From an optimization exercise on the open Yosys and OpenROAD flow, aimed at small area; shortcuts taken in it are not production practice. Function was checked by simulation only, so behaviour that the tests miss may differ from the original. Power figures rest on the tool's default switching activity, not on a simulated workload.

<file path="flow/config.mk">
export PLATFORM = sky130hd
export DESIGN_NAME = simon
export DESIGN_NICKNAME = simon
export VERILOG_FILES = /design/flow/design.v
export SDC_FILE = /design/flow/constraint.sdc
export NUM_CORES = 4
export LEC_CHECK = 0
export CAP_MARGIN = 20
export CORE_MARGIN = 2
export CORE_UTILIZATION = 40
export SLEW_MARGIN = 20
</file>
<file path="flow/constraint.sdc">
create_clock -name core_clock -period 10.0 [get_ports {clk}]
set_input_delay 2.0000 -clock core_clock [delete_from_list [all_inputs] [get_ports {clk}]]
set_output_delay 2.0000 -clock core_clock [all_outputs]
set_load 0.01 [all_outputs]
</file>
<file path="flow/design.v">
`timescale 1ns / 1ps
module sevenSeg(
    input clk,
    input rst,
    input[6:0] score,
    input game_started,
    output reg[6:0] seg,
    output reg[3:0] an
    );
    reg[6:0] score_r;
    reg[3:0] ones;     
    reg[3:0] tens;
    localparam ZERO = 'b1000000;
    localparam ONE = 'b1111001;
    localparam TWO = 'b0100100;
    localparam THREE = 'b0110000;
    localparam FOUR = 'b0011001;
    localparam FIVE = 'b0010010;
    localparam SIX = 'b0000010;
    localparam SEVEN = 'b1111000;
    localparam EIGHT = 'b0000000;
    localparam NINE = 'b0010000;
    localparam SEG_DIV = 10**1/2;   
    reg counter;
    reg[31:0] counter2;
    reg clk2;
    wire clk2_rise = (counter2 + 1 == SEG_DIV) && !clk2;   
    always@(posedge clk)begin    
        if(rst)begin
            counter2 <= 0;
            clk2 <= 0;
        end
        else if(counter2 + 1 == SEG_DIV)begin
            clk2 <= ~clk2;
            counter2 <= 1;
        end
        else
            counter2 <= counter2 + 1;
    end
    always@(posedge clk)begin
        if(rst)begin
            seg <= ZERO;
            an <= 'b1111;
            counter <= 0;
        end
        else if(clk2_rise)begin
        if(!game_started)    
            an <= 'b1111;
        else begin
            score_r = score;
            ones = score % 10;
            score_r = (score_r - ones)/10;
            tens = score_r % 10;
            if(counter == 0)begin
                case (tens)
                    0: seg <= ZERO;
                    1: seg <= ONE;
                    2: seg <= TWO;
                    3: seg <= THREE;
                    4: seg <= FOUR;
                    5: seg <= FIVE;
                    6: seg <= SIX;
                    7: seg <= SEVEN;
                    8: seg <= EIGHT;
                    9: seg <= NINE;
                endcase
                an <= 'b1101;
                counter <= 1;
            end
            else begin
                case (ones)
                    0: seg <= ZERO;
                    1: seg <= ONE;
                    2: seg <= TWO;
                    3: seg <= THREE;
                    4: seg <= FOUR;
                    5: seg <= FIVE;
                    6: seg <= SIX;
                    7: seg <= SEVEN;
                    8: seg <= EIGHT;
                    9: seg <= NINE;
                endcase
                an <= 'b1110;
                counter <= 0;
            end
        end
        end
    end
endmodule
`timescale 1ns / 1ps
module simon(
    input clk,
    input rst,   
    input btnR,  
    input btnD,
    input btnU,
    input btnL,
    input btnC,
    output reg[3:0] led,
    output [6:0] seg,
    output [3:0] an
    );
    localparam START_STATE = 'b00;
    localparam LED_STATE = 'b01;
    localparam INPUT_STATE = 'b10;
    localparam FAIL_STATE = 'b11;
    localparam TICK_DIV = 10**2/2;   
    localparam [511:0] COLORS = 512'h00000000000000000000000000011111141848248142184218284182418142841418482481421842182841824181428414184824814218421828418241814281;
    reg[31:0] counter; 
    reg[1:0] state;
    reg blink; 
    reg[6:0] score; 
    reg[6:0] button_counter;   
    reg[6:0] color_counter;     
    reg[31:0] timeout;  
    reg btnC_next,btnR_next,btnL_next,btnD_next,btnU_next;
    reg game_started;  
    reg[1:0] state_v;
    reg blink_v;
    reg[6:0] score_v;
    reg[6:0] button_counter_v;
    reg[6:0] color_counter_v;
    reg[6:0] color_prev_v;
    reg[31:0] timeout_v;
    reg[3:0] led_v;
    reg[3:0] color_cur;
    reg[3:0] color_prev;
    reg game_started_v;
    wire tick = (counter == TICK_DIV);
    sevenSeg an0(.clk(clk),.rst(rst),.score(score-7'd1),.game_started(game_started),.seg(seg),.an(an));
    always@(posedge clk) begin   
        if(rst)
            counter <= 0;
        else if(counter == TICK_DIV)
            counter <= 1;
        else
            counter <= counter + 1;
    end
    always@(posedge clk)begin
        if(rst)begin
            btnC_next <= 0;
            btnU_next <= 0;
            btnD_next <= 0;
            btnR_next <= 0;
            btnL_next <= 0;
            state <= START_STATE;
            blink <= 0;
            score <= 0;
            button_counter <= 0;
            color_counter <= 0;
            timeout <= 0;
            led <= 0;
            game_started <= 0;
        end
        else begin
        btnC_next <= btnC;
        btnU_next <= btnU;
        btnD_next <= btnD;
        btnR_next <= btnR;
        btnL_next <= btnL;
        state_v = state;
        blink_v = blink;
        score_v = score;
        button_counter_v = button_counter;
        color_counter_v = color_counter;
        timeout_v = timeout;
        led_v = led;
        game_started_v = game_started;
        if(tick)begin
            timeout_v = timeout_v + 1;
        end
        if(btnC_next)begin    
            score_v = 1 ;
            timeout_v = 0;
            color_counter_v = 0;
            button_counter_v = 0;
            state_v = LED_STATE;
            game_started_v = 'b1;
        end
        if(state_v == START_STATE && tick)begin   
            led_v[0] = blink;
            led_v[1] = ~blink;
            led_v[2] = blink;
            led_v[3] = ~blink;
            blink_v = ~blink;
        end
        else if(state_v == LED_STATE && tick)begin
            led_v = COLORS[{color_counter_v,2'b00} +: 4];
            color_counter_v = color_counter_v + 1;
            if(color_counter_v == score_v+1)begin  
                color_counter_v = 0;
                button_counter_v = 0;
                timeout_v = 'd0;
                state_v = INPUT_STATE;
            end
        end
        else if(state_v == INPUT_STATE)begin
            led_v = 'b0000;
            if(timeout_v >= score_v * 3 + 1)  
                state_v = FAIL_STATE;
            color_cur = COLORS[{color_counter_v,2'b00} +: 4];
            if(color_cur == 'b0001)begin
                if(btnU_next == 1)begin
                    button_counter_v = button_counter_v + 1;
                    color_counter_v = color_counter_v + 1;
                end
            end
            else if(color_cur == 'b0010)begin
                if(btnR_next == 1)begin
                    color_counter_v = color_counter_v + 1;
                    button_counter_v = button_counter_v + 1;
                end
            end
            else if(color_cur == 'b0100)begin
                if(btnD_next == 1)begin
                    color_counter_v = color_counter_v + 1;
                    button_counter_v = button_counter_v + 1;
                end
            end
            else if(color_cur == 'b1000)begin
                if(btnL_next == 1)begin
                    color_counter_v = color_counter_v + 1;
                    button_counter_v = button_counter_v + 1;
                end
            end
            color_prev_v = color_counter_v - 7'd1;
            color_prev = COLORS[{color_prev_v,2'b00} +: 4];
            if ((btnU_next && (color_prev != 'b0001)) ||	 
                (btnR_next && (color_prev != 'b0010)) ||
                (btnD_next && (color_prev != 'b0100)) ||
                (btnL_next && (color_prev != 'b1000))) begin
                state_v = FAIL_STATE;
            end
            if(button_counter_v == score_v)begin   
                score_v = score_v + 1;
                color_counter_v = 'd0;
                button_counter_v = 'd0;
                led_v = 'b0000;
                state_v = LED_STATE;
            end
            if(score_v-1 == 100)     
                state_v = FAIL_STATE;
        end
        else if(state_v == FAIL_STATE)begin
            button_counter_v = 'd0;
            color_counter_v = 'd0;
            state_v = START_STATE;
        end
        state <= state_v;
        blink <= blink_v;
        score <= score_v;
        button_counter <= button_counter_v;
        color_counter <= color_counter_v;
        timeout <= timeout_v;
        led <= led_v;
        game_started <= game_started_v;
        end
    end
endmodule
</file>
<file path="flow/run.sh">
#!/bin/bash
# synth_recipe.tcl (not shown) runs the flow's synth.tcl, then flattens the netlist and writes it again
# the make line also repeats each setting of config.mk as NAME=value (left out here)
make -C /OpenROAD-flow-scripts/flow DESIGN_CONFIG=/design/flow/config.mk WORK_HOME=/design/flow/orfs CLKGATE_MAP_FILE= SYNTH_SCRIPT=/design/flow/synth_recipe.tcl finish
</file>
==> impl_metrics.env <==
export IMPL_status="timing/DRC/antenna clean"
export IMPL_antennaDiodeCount=0
export IMPL_grt_max_degree=62
export IMPL_endpoint_kind="register"
export IMPL_hpwl_um=19530
export IMPL_start_kind="register"
export IMPL_fin_nets=1482
export IMPL_area_delta_synth_final_pct=10.34
export IMPL_worst_setup_path_type="reg -> reg"
export IMPL_via_count=10110
export IMPL_setup_viol=0
export IMPL_placed_cell_area_um2=11240
export IMPL_max_slew_margin_rel_pct=31.16
export IMPL_drt_pass1_iter_count=8
export IMPL_tns_ns=0
export IMPL_dieArea_um2=28230
export IMPL_clock_tree_buffer_depth=2
export IMPL_final_max_slew_viol_count=0
export IMPL_place_gp_congestion=0.9176
export IMPL_fin_area_um2=11870
export IMPL_ys_seq_area_share_pct=26.23
export IMPL_cp_max_fo=12
export IMPL_tightestPinTransition_ns=1.029
export IMPL_crit_arrival_ns=9.59
export IMPL_wire_per_inst_um=15.18
export IMPL_core_area_um2=26650
export IMPL_numCtsBuffers=17
export IMPL_via_per_inst=5.667
export IMPL_rrSetupSlack_ns=0.73
export IMPL_synth_top_area_share_pct=26.23
export IMPL_synth_distinct_cells=99
export IMPL_cts_tree="done"
export IMPL_grt_pass1_vias=9307
export IMPL_die_y_um=168.0
export IMPL_die_w_um=168.0
export IMPL_cpPeakStageDelay_ns=0.41
export IMPL_final_core_util_pct=44.55
export IMPL_rows=60
export IMPL_timing_rr_end="an0.seg[6]"
export IMPL_cellLeakagePower_nw=4.331
export IMPL_crit_end="an0.seg[6]"
export IMPL_hp_start="an0.seg[4]"
export IMPL_fmax_mhz=107.9
export IMPL_period_share_pct=92.66
export IMPL_r2r_cells=37
export IMPL_cts_root_buf="clkbuf_16"
export IMPL_track_usage_pct=19.42
export IMPL_cp_required_ns=10.32
export IMPL_synth_edff_count=0
export IMPL_h_tree_depth=4
export IMPL_slowest_stage="nor4_4"
export IMPL_hold_viol=0
export IMPL_synth_area_um2=10760
export IMPL_start_util_pct=40.38
export IMPL_synth_area_leaders="dfxtp_1 26%, nor2_1 7.8%, xor2_1 6.5%, xnor2_1 6.0%, ha_1 5.0%"
export IMPL_clock_sinks=141
export IMPL_io_buffers=19
export IMPL_crit_path_start="score[3]"
export IMPL_antenna_found_initial=0
export IMPL_final_layout_size_suffix_gt1_share_pct=7.282
export IMPL_final_min_clock_period_ns=9.266
export IMPL_clkLatencyLatePin_ns=0.43
export IMPL_drtAntennaViolNets=0
export IMPL_p_per_area_nw_per_um2=168.7
export IMPL_syn_area_per_cell_um2=7.498
export IMPL_max_cap_violations=0
export IMPL_num_io_pins=22
export IMPL_drt_initial_drc_count=934
export IMPL_skew_ns=0.01161
export IMPL_peakVddDrop_uv=133.3
export IMPL_crit_path_frequent_cell="ha_1"
export IMPL_drc=0
export IMPL_min_path_type="reg -> reg"
export IMPL_synth_largest_area_cell="dfxtp_1"
export IMPL_async_reset_ff_share_pct=0
export IMPL_holdBufCountCts=0
export IMPL_clkTransAtPathRegs_ns=0.06
export IMPL_synthCells=1435
export IMPL_globalRouteOverflowTotal=0
export IMPL_ys_warn_count=2
export IMPL_ys_dominant_reg_cell="dfxtp_1"
export IMPL_r2r_start="score[3]"
export IMPL_ys_ff_latch=141
export IMPL_drt_total_wl_um=27070
export IMPL_grt_first_pass_wirelength_um=45510
## cell usage in the layout (no fill, tap or decap), types with 16 or more instances in the layout
cell type          n
nand2b_1          16
nor4_1            19
mux2i_1           16
clkdlybuf4s50_1   18
a21oi_1           79
nand2_1          120
nor2b_1           26
clkbuf_16         17
ha_1              42
xor2_1            80
nand3_1           73
nor3_1            59
nor2_1           225
nand4_1           25
dfxtp_1          140
o21ai_0           45
xnor2_1           72
buf_4             23
and3_1            26
inv_1             48
## state kept, by name, summed over array words and instances, names as in the netlist
signal          flops
button_counter      7
an0.counter2       32
btnR_next           1
game_started        1
an0.counter         1
led                 4
an0.seg             7
score               7
btnL_next           1
blink               1
an0.an              2
an0.clk2            1
state               2
counter            32
color_counter       7
btnD_next           1
btnC_next           1
btnU_next           1
timeout            32
## where the power goes
part           internal, mW  leakage (nW)  total [mW]  switching [mW]
combinational         0.309          2.94       0.822           0.513
sequential            0.568          1.14       0.575         0.00719
clock                 0.347         0.252       0.606           0.259
total                  1.22          4.33        2.00           0.779
## through the flow
step	total power, mW	worst slack (ns)	hold WS [ns]	cells
4_1_cts	1.985	0.2082	0.4724	1780
3_3_place_gp	1.374	0.4915	0.4611	1750
3_5_place_dp	1.366	0.2531	0.4653	1750
5_1_grt	2.127	-0.02067	0.5010	1783
6_report	2.002	0.7337	0.4764	1783
2_1_floorplan	1.213	0.8256	0.4618	1436
## timing repair
action / CTS / global route
setup endpoints to repair: 0 / 7
resized for setup: 0 / 14
buffers inserted: 0 / 3
## layer usage
metal	wire length, um	track usage (%)	vias to the layer above	part of all wire, %
li1	-	-	5094	-
met1	12920	26.12	4651	48
met2	12350	31.60	311	46
met3	1313	3.691	49	4.9
met4	498	5.860	0	1.8
met5	0	0	-	0
## final cells by class
type | count | area, um2
clock buffer | 21 | 450.4
clock inverter | 9 | 91.34
fill | 2659 | 14780
inverter | 53 | 198.9
multi-input combinational | 1176 | 7523
sequential | 141 | 2824
tap | 341 | 426.7
timing repair buffer | 42 | 357.8
## cells in the mapped netlist (5+ instances only)
master / number
nor2_1: 225
dfxtp_1: 141
nand2_1: 120
a21oi_1: 80
xor2_1: 80
xnor2_1: 74
nand3_1: 73
nor3_1: 59
clkbuf_1: 48
inv_1: 48
o21ai_0: 46
ha_1: 43
and3_1: 26
nor2b_1: 26
nand4_1: 25
nor4_1: 19
a31oi_1: 16
mux2i_1: 16
nand2b_1: 16
a22oi_1: 14
or3_1: 13
o21a_1: 11
a211o_1: 10
o22ai_1: 10
o31ai_1: 10
and2_1: 9
o211ai_1: 9
a211oi_1: 8
a21o_1: 8
and4_1: 8
buf_1: 8
nand3b_1: 6
a311oi_1: 5
mux2_2: 5
## worst max-delay path, delay by kind of cell, from the launching register on
kind / cells / cell delay, ns
AOI/OAI and AO/OA: 17 / 3.97
and+or+nand+nor: 10 / 2.38
adders and majority gates: 5 / 1.39
buffers and inverters: 3 / 0.49
DFF: 1 / 0.34
muxes: 1 / 0.33
xor gates and xnor gates: 1 / 0.24
## how the worst min path moves through the flow
stage,end,slack (ns),cells past startpoint
6_report,an0.seg[4],0.48,2
2_1_floorplan,an0.counter2[0],0.46,1
3_5_place_dp,an0.seg[4],0.47,2
5_1_grt,an0.seg[4],0.50,2
4_1_cts,an0.seg[4],0.47,2
3_3_place_gp,an0.seg[6],0.46,1
## kinds of logic (layout without fill, tap and decap cells)
kind of cell             Yosys count  count (layout)  share of synthesized area, %
other                              1               2                       0.03485
XOR/XNOR                         156             156                         12.91
AO/OA/AOI/OAI                    295             295                         19.14
AND/OR/NAND/NOR                  657             657                         29.86
flip-flops                       141             141                         26.23
adder cells (fa/ha/maj)           45              45                         5.279
buffers and inverters            119             125                         4.535
multiplexers                      21              21                         2.012

==> port drivers added, routing unchanged <==
No port has a modelled driver above. Below, the same layout with a new extraction and two added sets of constraints. Step 1, drivers: a clkbuf_16 drives clk and a buf_2 each remaining input, both assumed. Step 2 also shifts input and output timing later by t, the mid clock arrival at the registers, as if the neighbouring blocks saw the same clock. a / b / c = ideal / step 1 / step 2; a / b = the first two.
t, ns: 0.470
setup WS [ns]: 0.734 / 0.734 / 0.734
worst hold slack (ns): 0.476 / 0.476 / 0.476
worst register clock-pin slew, ns: 0.07 / 0.07
worst data-port slew with drivers (ns): 0.04
After both steps this run still meets setup and hold. The setup slack of this run moves by 0.000 ns with the drivers and by 0.000 ns with both steps.
